Source: an optimization exercise on an open RTL-to-GDS flow (aim: small area and a short achievable clock period). Production flows keep margins and buffers that such runs may drop. Function was checked by simulation only, so behaviour that the tests miss may differ from the original. Power and IR drop assume default switching activity.

P:
==> module lcm_32, before the edit <==
module lcm_32(
    input wire [32-1:0] ina, inb,
    input wire clk,
    input wire rst_n,
    output wire [64-1:0] result,
    output reg ready_n);
    reg        gcd_ph, div_ph, mul_ph;    
    reg [31:0] u, v, w;
    reg [5:0]  cnt;
    reg        rst_q;
    reg         add_q, sub_q;
    wire [31:0] y   = ({32{add_q}} & v) | ({32{sub_q}} & {~v[31:1], 1'b1});
    wire [32:0] a   = {1'b0, u} + {1'b0, y};
    wire [31:0] ash = {a[32] & mul_ph, a[31:1]};
    assign result = {u, w};
    wire u0_nx  = !rst_q ? ina[0] :
                  gcd_ph ? ((u == 32'd0) ? ina[0] : (!u[0] || (v[0] && a[32])) ? a[1] : 1'b1) :
                  (div_ph || mul_ph) ? a[1] : u[0];
    wire w0_nx  = (div_ph || mul_ph) ? w[1] : w[0];
    wire mul_nx = rst_q && ((div_ph && cnt == 6'd1) || (mul_ph && cnt != 6'd1));
    always @(posedge clk) begin
        add_q <= mul_nx & w0_nx;
        sub_q <= ~mul_nx & u0_nx;
    end
    always @(posedge clk) begin
        rst_q <= rst_n;
        if (!rst_n || !rst_q)
            ready_n <= 1'b1;
        else if (mul_ph && cnt == 6'd1)
            ready_n <= 1'b0;
    end
    always @(posedge clk) begin
        if (!rst_q) begin
            gcd_ph  <= 1'b1;
            div_ph  <= 1'b0;
            mul_ph  <= 1'b0;
            u       <= ina;
            v       <= inb;
            cnt     <= 6'd0;
        end else if (gcd_ph) begin
            if (u == 32'd0) begin
                u      <= ina;
                cnt[5] <= 1'b1;
                gcd_ph <= 1'b0;
                div_ph <= 1'b1;
            end else if (!u[0]) begin
                u <= ash;
                if (!v[0]) begin
                    v   <= v >> 1;
                    cnt <= cnt + 6'd1;
                end
            end else if (!v[0]) begin
                v <= v >> 1;
            end else if (a[32]) begin  
                u <= ash;
            end else begin
                u <= v;
                v <= u;
            end
        end else if (div_ph) begin
            u   <= ash;
            w   <= {u[0], w[31:1]};
            cnt <= cnt - 6'd1;
            if (cnt == 6'd1) begin
                v      <= inb;
                cnt    <= 6'd32;
                div_ph <= 1'b0;
                mul_ph <= 1'b1;
            end
        end else if (mul_ph) begin
            u   <= ash;
            w   <= {a[0], w[31:1]};
            cnt <= cnt - 6'd1;
            if (cnt == 6'd1) mul_ph <= 1'b0;
        end
    end
endmodule
export LEC_CHECK = 0
export CAP_MARGIN = 20
export CORE_MARGIN = 2
export CORE_UTILIZATION = 40
export SLEW_MARGIN = 20
create_clock -name core_clock -period 10.0 [get_ports {clk}]
standard.sh (not shown) runs the stock make flow with config.mk's settings and CLKGATE_MAP_FILE= SYNTH_SCRIPT=/design/flow/synth_recipe.tcl, a recipe that flattens the netlist after the stock synthesis.
==> flow/flow/run.sh <==
#!/bin/bash
# The standard layout (standard.sh: the standard flow's synthesis and the ORFS steps, with
# the design's constraints unchanged), with two settings changed:
#  - ORFS's timing repair is asked to leave a setup margin, so that it also
#    works the paths that already meet the design's clock period;
#  - the buffer put on every input and output port is buf_1.
# standard.sh's full output goes to standard_flow.log.
set -euo pipefail
MARGIN=${MARGIN:-6.7}
bash standard.sh \
    SETUP_SLACK_MARGIN=$MARGIN \
    TNS_END_PERCENT=100 \
    "BUFFER_PORTS_ARGS=-buffer_cell sky130_fd_sc_hd__buf_1" \
    finish > standard_flow.log 2>&1
--- input diff P..Q ---
--- a/flow/design.v
+++ b/flow/design.v
@@ -7,36 +7,19 @@
     reg        gcd_ph, div_ph, mul_ph;    
     reg [31:0] u, v, w;
     reg [5:0]  cnt;
-    reg        rst_q;
-    reg         add_q, sub_q;
-    wire [31:0] y   = ({32{add_q}} & v) | ({32{sub_q}} & {~v[31:1], 1'b1});
+    wire [31:0] y   = mul_ph ? (v & {32{w[0]}}) : ({~v[31:1], 1'b1} & {32{u[0]}});
     wire [32:0] a   = {1'b0, u} + {1'b0, y};
     wire [31:0] ash = {a[32] & mul_ph, a[31:1]};
     assign result = {u, w};
-    wire u0_nx  = !rst_q ? ina[0] :
-                  gcd_ph ? ((u == 32'd0) ? ina[0] : (!u[0] || (v[0] && a[32])) ? a[1] : 1'b1) :
-                  (div_ph || mul_ph) ? a[1] : u[0];
-    wire w0_nx  = (div_ph || mul_ph) ? w[1] : w[0];
-    wire mul_nx = rst_q && ((div_ph && cnt == 6'd1) || (mul_ph && cnt != 6'd1));
     always @(posedge clk) begin
-        add_q <= mul_nx & w0_nx;
-        sub_q <= ~mul_nx & u0_nx;
-    end
-    always @(posedge clk) begin
-        rst_q <= rst_n;
-        if (!rst_n || !rst_q)
-            ready_n <= 1'b1;
-        else if (mul_ph && cnt == 6'd1)
-            ready_n <= 1'b0;
-    end
-    always @(posedge clk) begin
-        if (!rst_q) begin
+        if (!rst_n) begin
             gcd_ph  <= 1'b1;
             div_ph  <= 1'b0;
             mul_ph  <= 1'b0;
             u       <= ina;
             v       <= inb;
             cnt     <= 6'd0;
+            ready_n <= 1'b1;
         end else if (gcd_ph) begin
             if (u == 32'd0) begin
                 u      <= ina;
@@ -71,7 +54,10 @@
             u   <= ash;
             w   <= {a[0], w[31:1]};
             cnt <= cnt - 6'd1;
-            if (cnt == 6'd1) mul_ph <= 1'b0;
+            if (cnt == 6'd1) begin
+                mul_ph  <= 1'b0;
+                ready_n <= 1'b0;
+            end
         end
     end
 endmodule
Results
Q — non-clock buffer area fraction after layout 4.4 points higher, P as reference
On Q: total instance count after detailed placement is about 0.7% lower than what P gave.
Of Q and P, the run reporting the lower post-synthesis sequential element count was Q.
Q vs P, launch point of the worst path: w[0] vs add_q
Post-placement worst setup slack (Q over P): decrease, 0.081 ns
Q reports a higher total routing usage reported by global routing than P does.
Relative to P, the flip-flop and latch count of Q is lower by 2.8%.

========
The RTL this note starts from:
==> flow/design.v <==
module lcm_32(
    input wire [32-1:0] ina, inb,
    input wire clk,
    input wire rst_n,
    output wire [64-1:0] result,
    output reg ready_n);
    reg        gcd_ph, div_ph, mul_ph;    
    reg [31:0] u, v, w;
    reg [5:0]  cnt;
    wire [31:0] y   = mul_ph ? (v & {32{w[0]}}) : (~v & {32{u[0]}});
    wire        cin = ~mul_ph & u[0];
    wire [32:0] a   = {1'b0, u} + {1'b0, y} + {32'd0, cin};
    wire [31:0] ash = {a[32] & mul_ph, a[31:1]};
    assign result = {u, w};
    always @(posedge clk) begin
        if (!rst_n) begin
            gcd_ph  <= 1'b1;
            div_ph  <= 1'b0;
            mul_ph  <= 1'b0;
            u       <= ina;
            v       <= inb;
            cnt     <= 6'd0;
            ready_n <= 1'b1;
        end else if (gcd_ph) begin
            if (u == 32'd0) begin
                u      <= ina;
                cnt[5] <= 1'b1;
                gcd_ph <= 1'b0;
                div_ph <= 1'b1;
            end else if (!u[0]) begin
                u <= ash;
                if (!v[0]) begin
                    v   <= v >> 1;
                    cnt <= cnt + 6'd1;
                end
            end else if (!v[0]) begin
                v <= v >> 1;
            end else if (a[32]) begin  
                u <= ash;
            end else begin
                u <= v;
                v <= u;
            end
        end else if (div_ph) begin
            u   <= ash;
            w   <= {u[0], w[31:1]};
            cnt <= cnt - 6'd1;
            if (cnt == 6'd1) begin
                v      <= inb;
                cnt    <= 6'd32;
                div_ph <= 1'b0;
                mul_ph <= 1'b1;
            end
        end else if (mul_ph) begin
            u   <= ash;
            w   <= {a[0], w[31:1]};
            cnt <= cnt - 6'd1;
            if (cnt == 6'd1) begin
                mul_ph  <= 1'b0;
                ready_n <= 1'b0;
            end
        end
    end
endmodule
==> flow/config.mk <==
export PLATFORM = sky130hd
export DESIGN_NAME = lcm_32
export DESIGN_NICKNAME = lcm_32
export VERILOG_FILES = /design/flow/design.v
export SDC_FILE = /design/flow/constraint.sdc
export NUM_CORES = 4
export LEC_CHECK = 0
export CAP_MARGIN = 20
export CORE_MARGIN = 2
export CORE_UTILIZATION = 40
export SLEW_MARGIN = 20
==> flow/constraint.sdc <==
create_clock -name core_clock -period 10.0 [get_ports {clk}]
set_input_delay 2.0000 -clock core_clock [delete_from_list [all_inputs] [get_ports {clk}]]
set_output_delay 2.0000 -clock core_clock [all_outputs]
set_load 0.01 [all_outputs]
Scripts as last shown in full above: flow/flow/run.sh
Edit:
--- a/flow/design.v
+++ b/flow/design.v
@@ -4,17 +4,26 @@
     input wire rst_n,
     output wire [64-1:0] result,
     output reg ready_n);
     reg        gcd_ph, div_ph, mul_ph;    
     reg [31:0] u, v, w;
     reg [5:0]  cnt;
-    wire [31:0] y   = mul_ph ? (v & {32{w[0]}}) : (~v & {32{u[0]}});
-    wire        cin = ~mul_ph & u[0];
-    wire [32:0] a   = {1'b0, u} + {1'b0, y} + {32'd0, cin};
+    reg         add_q, sub_q;
+    wire [31:0] y   = ({32{add_q}} & v) | ({32{sub_q}} & {~v[31:1], 1'b1});
+    wire [32:0] a   = {1'b0, u} + {1'b0, y};
     wire [31:0] ash = {a[32] & mul_ph, a[31:1]};
     assign result = {u, w};
+    wire u0_nx  = !rst_n ? ina[0] :
+                  gcd_ph ? ((u == 32'd0) ? ina[0] : (!u[0] || (v[0] && a[32])) ? a[1] : 1'b1) :
+                  (div_ph || mul_ph) ? a[1] : u[0];
+    wire w0_nx  = (div_ph || mul_ph) ? w[1] : w[0];
+    wire mul_nx = rst_n && ((div_ph && cnt == 6'd1) || (mul_ph && cnt != 6'd1));
+    always @(posedge clk) begin
+        add_q <= mul_nx & w0_nx;
+        sub_q <= ~mul_nx & u0_nx;
+    end
     always @(posedge clk) begin
         if (!rst_n) begin
             gcd_ph  <= 1'b1;
             div_ph  <= 1'b0;
             mul_ph  <= 1'b0;
             u       <= ina;
The changed run finished with timing, DRC and antenna clean.
Die area rises by 2.6%.
Via count rises by 2.6%.
Global-route usage falls by 0.36 points.
Routed wire length rises by 5.6%.
Sequential cell count rises by 2.
Maximum frequency rises by 9.7%.
Total power rises by 8.3%.
Synthesized area rises by 2.6%.
Clock skew is about the same.
Utilization falls by 0.83 points.
Critical path depth falls by 5.
Clock power rises by 5.6%.
Worst setup slack is better by 0.32 ns.

========
RTL: the design.v shown in full above, as it stands there.
export LEC_CHECK = 0
export CAP_MARGIN = 20
export CORE_MARGIN = 2
export CORE_UTILIZATION = 40
export SLEW_MARGIN = 20
create_clock -name core_clock -period 10.0 [get_ports {clk}]
==> flow/flow/run.sh <==
#!/bin/bash
# The standard layout (standard.sh: the standard flow's synthesis and the ORFS steps, with
# the design's constraints unchanged), with two settings changed:
#  - ORFS's timing repair is asked to leave a setup margin, so that it also
#    works the paths that already meet the design's clock period;
#  - the buffer put on every input and output port is buf_1.
# standard.sh's full output goes to standard_flow.log.
set -euo pipefail
MARGIN=${MARGIN:-6.5}
bash standard.sh \
    SETUP_SLACK_MARGIN=$MARGIN \
    TNS_END_PERCENT=100 \
    "BUFFER_PORTS_ARGS=-buffer_cell sky130_fd_sc_hd__buf_1" \
    finish > standard_flow.log 2>&1
Rerun with:
--- a/flow/design.v
+++ b/flow/design.v
@@ -4,26 +4,42 @@
     input wire rst_n,
     output wire [64-1:0] result,
     output reg ready_n);
     reg        gcd_ph, div_ph, mul_ph;    
     reg [31:0] u, v, w;
     reg [5:0]  cnt;
-    wire [31:0] y   = mul_ph ? (v & {32{w[0]}}) : (~v & {32{u[0]}});
-    wire        cin = ~mul_ph & u[0];
-    wire [32:0] a   = {1'b0, u} + {1'b0, y} + {32'd0, cin};
+    reg        rst_q;
+    reg         add_q, sub_q;
+    wire [31:0] y   = ({32{add_q}} & v) | ({32{sub_q}} & {~v[31:1], 1'b1});
+    wire [32:0] a   = {1'b0, u} + {1'b0, y};
     wire [31:0] ash = {a[32] & mul_ph, a[31:1]};
     assign result = {u, w};
+    wire u0_nx  = !rst_q ? ina[0] :
+                  gcd_ph ? ((u == 32'd0) ? ina[0] : (!u[0] || (v[0] && a[32])) ? a[1] : 1'b1) :
+                  (div_ph || mul_ph) ? a[1] : u[0];
+    wire w0_nx  = (div_ph || mul_ph) ? w[1] : w[0];
+    wire mul_nx = rst_q && ((div_ph && cnt == 6'd1) || (mul_ph && cnt != 6'd1));
     always @(posedge clk) begin
-        if (!rst_n) begin
+        add_q <= mul_nx & w0_nx;
+        sub_q <= ~mul_nx & u0_nx;
+    end
+    always @(posedge clk) begin
+        rst_q <= rst_n;
+        if (!rst_n || !rst_q)
+            ready_n <= 1'b1;
+        else if (mul_ph && cnt == 6'd1)
+            ready_n <= 1'b0;
+    end
+    always @(posedge clk) begin
+        if (!rst_q) begin
             gcd_ph  <= 1'b1;
             div_ph  <= 1'b0;
             mul_ph  <= 1'b0;
             u       <= ina;
             v       <= inb;
             cnt     <= 6'd0;
-            ready_n <= 1'b1;
         end else if (gcd_ph) begin
             if (u == 32'd0) begin
                 u      <= ina;
                 cnt[5] <= 1'b1;
                 gcd_ph <= 1'b0;
                 div_ph <= 1'b1;
@@ -52,13 +68,10 @@
                 mul_ph <= 1'b1;
             end
         end else if (mul_ph) begin
             u   <= ash;
             w   <= {a[0], w[31:1]};
             cnt <= cnt - 6'd1;
-            if (cnt == 6'd1) begin
-                mul_ph  <= 1'b0;
-                ready_n <= 1'b0;
-            end
+            if (cnt == 6'd1) mul_ph <= 1'b0;
         end
     end
 endmodule
Setup slack improved by 0.31 ns.
Utilization drops by 4.4 points.
Wire length drops by about 15%.
Clock power climbs by about 4%.
Synthesized area climbs by about 0.5%.
Clock-buffer cell count stays the same.
Worst hold slack improved by 0.0080 ns.

========
Setup of run A:
RTL: one of the versions met above, not the one the previous note started from.
Size in the first run: roughly 130 I/O pins, roughly 6800 um^2 of cells after synthesis.
==> module lcm_32, before the edit <==
module lcm_32(
    input wire [32-1:0] ina, inb,
    input wire clk,
    input wire rst_n,
    output wire [64-1:0] result,
    output reg ready_n);
    reg        gcd_ph, div_ph, mul_ph;    
    reg [31:0] u, v, w;
    reg [5:0]  cnt;
    wire [31:0] y   = mul_ph ? (v & {32{w[0]}}) : ({~v[31:1], 1'b1} & {32{u[0]}});
    wire [32:0] a   = {1'b0, u} + {1'b0, y};
    wire [31:0] ash = {a[32] & mul_ph, a[31:1]};
    assign result = {u, w};
    always @(posedge clk) begin
        if (!rst_n) begin
            gcd_ph  <= 1'b1;
            div_ph  <= 1'b0;
            mul_ph  <= 1'b0;
            u       <= ina;
            v       <= inb;
            cnt     <= 6'd0;
            ready_n <= 1'b1;
        end else if (gcd_ph) begin
            if (u == 32'd0) begin
                u      <= ina;
                cnt[5] <= 1'b1;
                gcd_ph <= 1'b0;
                div_ph <= 1'b1;
            end else if (!u[0]) begin
                u <= ash;
                if (!v[0]) begin
                    v   <= v >> 1;
                    cnt <= cnt + 6'd1;
                end
            end else if (!v[0]) begin
                v <= v >> 1;
            end else if (a[32]) begin  
                u <= ash;
            end else begin
                u <= v;
                v <= u;
            end
        end else if (div_ph) begin
            u   <= ash;
            w   <= {u[0], w[31:1]};
            cnt <= cnt - 6'd1;
            if (cnt == 6'd1) begin
                v      <= inb;
                cnt    <= 6'd32;
                div_ph <= 1'b0;
                mul_ph <= 1'b1;
            end
        end else if (mul_ph) begin
            u   <= ash;
            w   <= {a[0], w[31:1]};
            cnt <= cnt - 6'd1;
            if (cnt == 6'd1) begin
                mul_ph  <= 1'b0;
                ready_n <= 1'b0;
            end
        end
    end
endmodule
==> flow/config.mk <==
export PLATFORM = sky130hd
export DESIGN_NAME = lcm_32
export DESIGN_NICKNAME = lcm_32
export VERILOG_FILES = /design/flow/design.v
export SDC_FILE = /design/flow/constraint.sdc
export NUM_CORES = 4
export LEC_CHECK = 0
export CAP_MARGIN = 20
export CORE_MARGIN = 2
export CORE_UTILIZATION = 40
export SLEW_MARGIN = 20
==> flow/constraint.sdc <==
create_clock -name core_clock -period 10.0 [get_ports {clk}]
set_input_delay 2.0000 -clock core_clock [delete_from_list [all_inputs] [get_ports {clk}]]
set_output_delay 2.0000 -clock core_clock [all_outputs]
set_load 0.01 [all_outputs]
==> flow/flow/run.sh <==
#!/bin/bash
# The standard layout (standard.sh: the standard flow's synthesis and the ORFS steps, with
# the design's constraints unchanged), with two settings changed:
#  - ORFS's timing repair is asked to leave a setup margin, so that it also
#    works the paths that already meet the design's clock period;
#  - the buffer put on every input and output port is buf_1.
# standard.sh's full output goes to standard_flow.log.
set -euo pipefail
MARGIN=${MARGIN:-6.4}
bash standard.sh \
    SETUP_SLACK_MARGIN=$MARGIN \
    TNS_END_PERCENT=100 \
    "BUFFER_PORTS_ARGS=-buffer_cell sky130_fd_sc_hd__buf_1" \
    finish > standard_flow.log 2>&1
For run B, these inputs were changed with respect to run A:
==> flow/design.v <==
module lcm_32(
    input wire [32-1:0] ina, inb,
    input wire clk,
    input wire rst_n,
    output wire [64-1:0] result,
    output reg ready_n);
    reg        gcd_ph, div_ph, mul_ph;    
    reg [31:0] u, v, w;
    reg [5:0]  cnt;
    reg         add_q, sub_q;
    wire [31:0] y   = ({32{add_q}} & v) | ({32{sub_q}} & {~v[31:1], 1'b1});
    wire [32:0] a   = {1'b0, u} + {1'b0, y};
    wire [31:0] ash = {a[32] & mul_ph, a[31:1]};
    assign result = {u, w};
    wire u0_nx  = !rst_n ? ina[0] :
                  gcd_ph ? ((u == 32'd0) ? ina[0] : (!u[0] || (v[0] && a[32])) ? a[1] : 1'b1) :
                  (div_ph || mul_ph) ? a[1] : u[0];
    wire w0_nx  = (div_ph || mul_ph) ? w[1] : w[0];
    wire mul_nx = rst_n && ((div_ph && cnt == 6'd1) || (mul_ph && cnt != 6'd1));
    always @(posedge clk) begin
        add_q <= mul_nx & w0_nx;
        sub_q <= ~mul_nx & u0_nx;
    end
    always @(posedge clk) begin
        if (!rst_n) begin
            gcd_ph  <= 1'b1;
            div_ph  <= 1'b0;
            mul_ph  <= 1'b0;
            u       <= ina;
            v       <= inb;
            cnt     <= 6'd0;
            ready_n <= 1'b1;
        end else if (gcd_ph) begin
            if (u == 32'd0) begin
                u      <= ina;
                cnt[5] <= 1'b1;
                gcd_ph <= 1'b0;
                div_ph <= 1'b1;
            end else if (!u[0]) begin
                u <= ash;
                if (!v[0]) begin
                    v   <= v >> 1;
                    cnt <= cnt + 6'd1;
                end
            end else if (!v[0]) begin
                v <= v >> 1;
            end else if (a[32]) begin  
                u <= ash;
            end else begin
                u <= v;
                v <= u;
            end
        end else if (div_ph) begin
            u   <= ash;
            w   <= {u[0], w[31:1]};
            cnt <= cnt - 6'd1;
            if (cnt == 6'd1) begin
                v      <= inb;
                cnt    <= 6'd32;
                div_ph <= 1'b0;
                mul_ph <= 1'b1;
            end
        end else if (mul_ph) begin
            u   <= ash;
            w   <= {a[0], w[31:1]};
            cnt <= cnt - 6'd1;
            if (cnt == 6'd1) begin
                mul_ph  <= 1'b0;
                ready_n <= 1'b0;
            end
        end
    end
endmodule
--- outcome ---
Compared with run A, in run B area growth from synthesis to layout shows a reduction of 4.7 points; global routing usage summed across all routing layers shows no meaningful change.
On via count of the first global-routing pass, the lower figure sits with run A, not run B.
Going from run A to run B, final-layout fill cell count higher; fmax held; number of post-CTS setup repair buffers has decreased; net count of the mapped netlist rose by 2.0%.
In run B relative to run A, power in sequential cells had gone up by a few percent.
Run A -> run B: number of vias per cell after detailed routing increased by a few percent
Lower path depth of the worst reg2reg path goes to run B over run A.
Compared with run A, run B shows wire length of the first global-routing pass higher by 2.5%.

-- what the ideal ports hide --
In the flow no input, the clock included, has a driving cell. The finished layouts below were timed again as built, in two steps.
Step 1: set_driving_cell puts a clkbuf_16 on clk and a buf_2 on each other input, an assumption about the parent block.
Step 2 times the ports against the registers' clock, not the clock port: input delays grow and output delays shrink by t, the midpoint of the rising clock arrivals with the driver on.
a / b / c = ideal / step 1 / step 2; a / b = the first two.
run | shift t [ns] | setup slack, ns | worst register clock-pin slew, ns | worst data-port slew with drivers (ns) | cell pins on the clock port's net
P | 0.404 | 6.651 / 6.651 / 6.651 | 0.08 / 0.08 | 0.04 | 1
Q | 0.411 | 6.603 / 6.603 / 6.427 | 0.10 / 0.10 | 0.05 | 1
the first run of note 2 | 0.394 | 6.418 / 6.418 / 6.318 | 0.07 / 0.07 | 0.05 | 1
the second run of note 2 | 0.408 | 6.735 / 6.731 / 6.365 | 0.09 / 0.09 | 0.06 | 1
the first run of note 3 | 0.401 | 6.356 / 6.356 / 6.022 | 0.08 / 0.08 | 0.06 | 1
the second run of note 3 | 0.409 | 6.667 / 6.667 / 6.667 | 0.09 / 0.09 | 0.05 | 1
run A | 0.407 | 6.481 / 6.481 / 6.186 | 0.08 / 0.08 | 0.05 | 1
run B | 0.405 | 6.475 / 6.475 / 6.139 | 0.08 / 0.08 | 0.05 | 1
After both steps setup and hold are still met in every run listed. The setup slack of the second run of note 2, which loses most, moves by -0.004 ns with the drivers and by -0.370 ns with both steps.
